This is an optimization exercise on Yosys and OpenROAD, whose aim is small area, a short achievable clock period and few clock cycles, not a production implementation. Power figures rest on the tool's default switching activity, not on a simulated workload.

==> flow/design.v <==
module Stack (clk, hold, up, dn, top_in, top, second);
    input clk;
    input hold, up, dn;           
    input [7:0] top_in;           
    output [7:0] top, second;
    reg [7:0] s [0:31];
    always @(posedge clk)
        s[0] <= top_in;
    genvar i;
    generate
        for (i = 1; i < 32; i = i + 1) begin : g
            always @(posedge clk)
                s[i] <= ~(({8{hold}} & ~s[i]) | ({8{up}} & ~s[i-1]) | ({8{dn}} & ~s[(i+1) % 32]));
        end
    endgenerate
    assign top = s[0];
    assign second = s[1];
endmodule
module MIPS_Stack(input clk, rst,
	output [4:0] mem_addr,
	output [7:0] mem_wdata,
	output mem_write,
	input [7:0] mem_rdata);
	reg [4:0] addr;      
	reg [4:0] ret;       
	reg r_add, r_sub, r_and, r_not;
	reg r_pushm;         
	reg r_pushf;         
	reg r_pop;           
	reg r_up, r_dn, r_hold;  
	reg z;               
	reg r_jz;            
	reg [4:0] jzx;       
	reg [7:0] wdata;     
	reg [4:0] waddr;     
	reg       wvalid;    
	wire [7:0] T, N;
	wire fa = ~r_pushm & ~r_pop;
	wire taken = r_jz & z;
	wire fd = fa & ~taken;
	wire [2:0] op = mem_rdata[7:5];
	wire [4:0] x  = mem_rdata[4:0];
	wire hit = wvalid & (x == waddr);
	wire hold = r_hold & ~r_not;
	wire [7:0] sum  = N + T;
	wire [7:0] diff = N - T;
	wire [7:0] top_in = ({8{r_pushm}} & mem_rdata) |
	                    ({8{r_pushf}} & wdata) |
	                    ({8{r_pop}}   & N) |
	                    ({8{r_add}}   & sum) |
	                    ({8{r_sub}}   & diff) |
	                    ({8{r_and}}   & (N & T)) |
	                    ({8{r_not}}   & ~T) |
	                    ({8{hold}}    & T);
	wire [7:0] nt_or = N | T;
	wire z_sum = ~|(N ^ T ^ {nt_or[6:0], 1'b0});
	wire z_next = (r_pushm & ~|mem_rdata) |
	              (r_pushf & ~|wdata) |
	              (r_pop   & ~|N) |
	              (r_add   & z_sum) |
	              (r_sub   & (N == T)) |
	              (r_and   & ~|(N & T)) |
	              (r_not   & (&T)) |
	              (hold    & z);
	wire j_add   = fd & (op == 3'b000);
	wire j_sub   = fd & (op == 3'b001);
	wire j_and   = fd & (op == 3'b010);
	wire j_not   = fd & (op == 3'b011);
	wire j_pushf = fd & (op == 3'b100) & hit;
	wire j_pushm = fd & (op == 3'b100) & ~hit;
	wire j_pop   = fd & (op == 3'b101);
	wire to_x    = (op == 3'b101) | ((op == 3'b100) & ~hit) | (op == 3'b110);
	wire j_jz    = fd & (op == 3'b111);
	wire [4:0] addr_inc = addr + 5'd1;
	wire [4:0] addr_b = ~fa ? ret : (to_x ? x : addr_inc);
	wire [4:0] addr_n = taken ? jzx : addr_b;
	always @(posedge clk, posedge rst) begin
		if (rst) begin
			addr    <= 5'd0;
			r_add   <= 1'b0;
			r_sub   <= 1'b0;
			r_and   <= 1'b0;
			r_not   <= 1'b0;
			r_pushm <= 1'b0;
			r_pushf <= 1'b0;
			r_pop   <= 1'b0;
			r_jz    <= 1'b0;
			r_up    <= 1'b0;
			r_dn    <= 1'b0;
			r_hold  <= 1'b1;
			wvalid  <= 1'b0;
		end else begin
			addr    <= addr_n;
			r_add   <= j_add;
			r_sub   <= j_sub;
			r_and   <= j_and;
			r_not   <= j_not;
			r_pushm <= j_pushm;
			r_pushf <= j_pushf;
			r_pop   <= j_pop;
			r_jz    <= j_jz;
			r_up    <= j_pushm | j_pushf;
			r_dn    <= j_pop | j_add | j_sub | j_and;
			r_hold  <= ~(j_pushm | j_pushf | j_pop | j_add | j_sub | j_and);
			if (j_pop)
				wvalid <= 1'b1;
		end
	end
	always @(posedge clk) begin
		z <= z_next;
		ret <= addr_inc;
		jzx <= x;     
		if (j_pop) begin
			wdata <= top_in;
			waddr <= x;
		end
	end
	Stack stack(clk, r_hold, r_up, r_dn, top_in, T, N);
	assign mem_addr  = addr;
	assign mem_write = r_pop;
	assign mem_wdata = wdata;
endmodule
clock: 6.0 ns
lec_check: 0
abc_clock_period_in_ps: 2300
cap_margin: 20
core_margin: 2
core_utilization: 40
cts_cluster_diameter: 100
cts_cluster_size: 30
setup_slack_margin: 3.7
slew_margin: 20
run.sh (not shown) runs the stock make flow with config.mk's settings and CLKGATE_MAP_FILE= SYNTH_SCRIPT=/design/flow/synth_recipe.tcl, a recipe that flattens the netlist after the stock synthesis.
The starting point passed the timing, DRC and antenna checks.
Next try:
--- a/flow/design.v
+++ b/flow/design.v
@@ -28,8 +28,5 @@
 	reg r_pushf;         
 	reg r_pop;           
-	reg r_up, r_dn, r_hold;  
 	reg z;               
-	reg r_jz;            
-	reg [4:0] jzx;       
 	reg [7:0] wdata;     
 	reg [4:0] waddr;     
@@ -37,10 +34,8 @@
 	wire [7:0] T, N;
 	wire fa = ~r_pushm & ~r_pop;
-	wire taken = r_jz & z;
-	wire fd = fa & ~taken;
 	wire [2:0] op = mem_rdata[7:5];
 	wire [4:0] x  = mem_rdata[4:0];
 	wire hit = wvalid & (x == waddr);
-	wire hold = r_hold & ~r_not;
+	wire hold = ~(r_add | r_sub | r_and | r_not | r_pushm | r_pushf | r_pop);
 	wire [7:0] sum  = N + T;
 	wire [7:0] diff = N - T;
@@ -63,16 +58,15 @@
 	              (r_not   & (&T)) |
 	              (hold    & z);
-	wire j_add   = fd & (op == 3'b000);
-	wire j_sub   = fd & (op == 3'b001);
-	wire j_and   = fd & (op == 3'b010);
-	wire j_not   = fd & (op == 3'b011);
-	wire j_pushf = fd & (op == 3'b100) & hit;
-	wire j_pushm = fd & (op == 3'b100) & ~hit;
-	wire j_pop   = fd & (op == 3'b101);
-	wire to_x    = (op == 3'b101) | ((op == 3'b100) & ~hit) | (op == 3'b110);
-	wire j_jz    = fd & (op == 3'b111);
+	wire j_add   = fa & (op == 3'b000);
+	wire j_sub   = fa & (op == 3'b001);
+	wire j_and   = fa & (op == 3'b010);
+	wire j_not   = fa & (op == 3'b011);
+	wire j_pushf = fa & (op == 3'b100) & hit;
+	wire j_pushm = fa & (op == 3'b100) & ~hit;
+	wire j_pop   = fa & (op == 3'b101);
+	wire to_x    = (op == 3'b101) | ((op == 3'b100) & ~hit) | (op == 3'b110) |
+	               ((op == 3'b111) & z_next);
 	wire [4:0] addr_inc = addr + 5'd1;
-	wire [4:0] addr_b = ~fa ? ret : (to_x ? x : addr_inc);
-	wire [4:0] addr_n = taken ? jzx : addr_b;
+	wire [4:0] addr_n = ~fa ? ret : (to_x ? x : addr_inc);
 	always @(posedge clk, posedge rst) begin
 		if (rst) begin
@@ -85,8 +79,4 @@
 			r_pushf <= 1'b0;
 			r_pop   <= 1'b0;
-			r_jz    <= 1'b0;
-			r_up    <= 1'b0;
-			r_dn    <= 1'b0;
-			r_hold  <= 1'b1;
 			wvalid  <= 1'b0;
 		end else begin
@@ -99,8 +89,4 @@
 			r_pushf <= j_pushf;
 			r_pop   <= j_pop;
-			r_jz    <= j_jz;
-			r_up    <= j_pushm | j_pushf;
-			r_dn    <= j_pop | j_add | j_sub | j_and;
-			r_hold  <= ~(j_pushm | j_pushf | j_pop | j_add | j_sub | j_and);
 			if (j_pop)
 				wvalid <= 1'b1;
@@ -109,6 +95,6 @@
 	always @(posedge clk) begin
 		z <= z_next;
-		ret <= addr_inc;
-		jzx <= x;     
+		if (fa)
+			ret <= addr_inc;
 		if (j_pop) begin
 			wdata <= top_in;
@@ -116,5 +102,7 @@
 		end
 	end
-	Stack stack(clk, r_hold, r_up, r_dn, top_in, T, N);
+	wire up = r_pushm | r_pushf;
+	wire dn = r_pop | r_add | r_sub | r_and;
+	Stack stack(clk, ~up & ~dn, up, dn, top_in, T, N);
 	assign mem_addr  = addr;
 	assign mem_write = r_pop;
Outcome:
- The new run produced a clean layout
- synthesized cell count increases by 21%
- via count increases by 7.2%
- global-route usage increases by 1.2 points
- sequential power increases by 22%
- register-to-register slack gets worse by 0.10 ns
No functional check of the RTL was part of any run of this note.

[static timing again, ports no longer ideal]
In the flow no input, the clock included, has a driving cell. The finished layouts below were timed again as built, in two steps. Step 1 sets driving cells, clkbuf_16 on the clock port and buf_2 on the other inputs (assumed; they add their load-dependent delay and slew). Step 2 moves the port delays by t, midway between the first and last clock arrival at a register: inputs arrive t later, outputs are due t later. That takes back most of the time a late clock gives input paths. Three values: ideal, step 1, step 2; two values: the first two.
run | shift t [ns] | slack for setup (ns) | worst hold slack (ns) | worst register clock-pin slew, ns | worst data-port slew with drivers (ns)
the first run | 0.534 | 3.678 / 3.627 / 3.287 | 0.474 / 0.474 / 0.474 | 0.11 / 0.11 | 0.03
the second run | 0.524 | 3.695 / 3.649 / 3.203 | 0.491 / 0.491 / 0.491 | 0.12 / 0.12 | 0.06
After both steps every run listed still meets setup and hold. For the second run, which loses most, drivers alone change the setup slack by -0.046 ns; drivers and shift together by -0.492 ns.
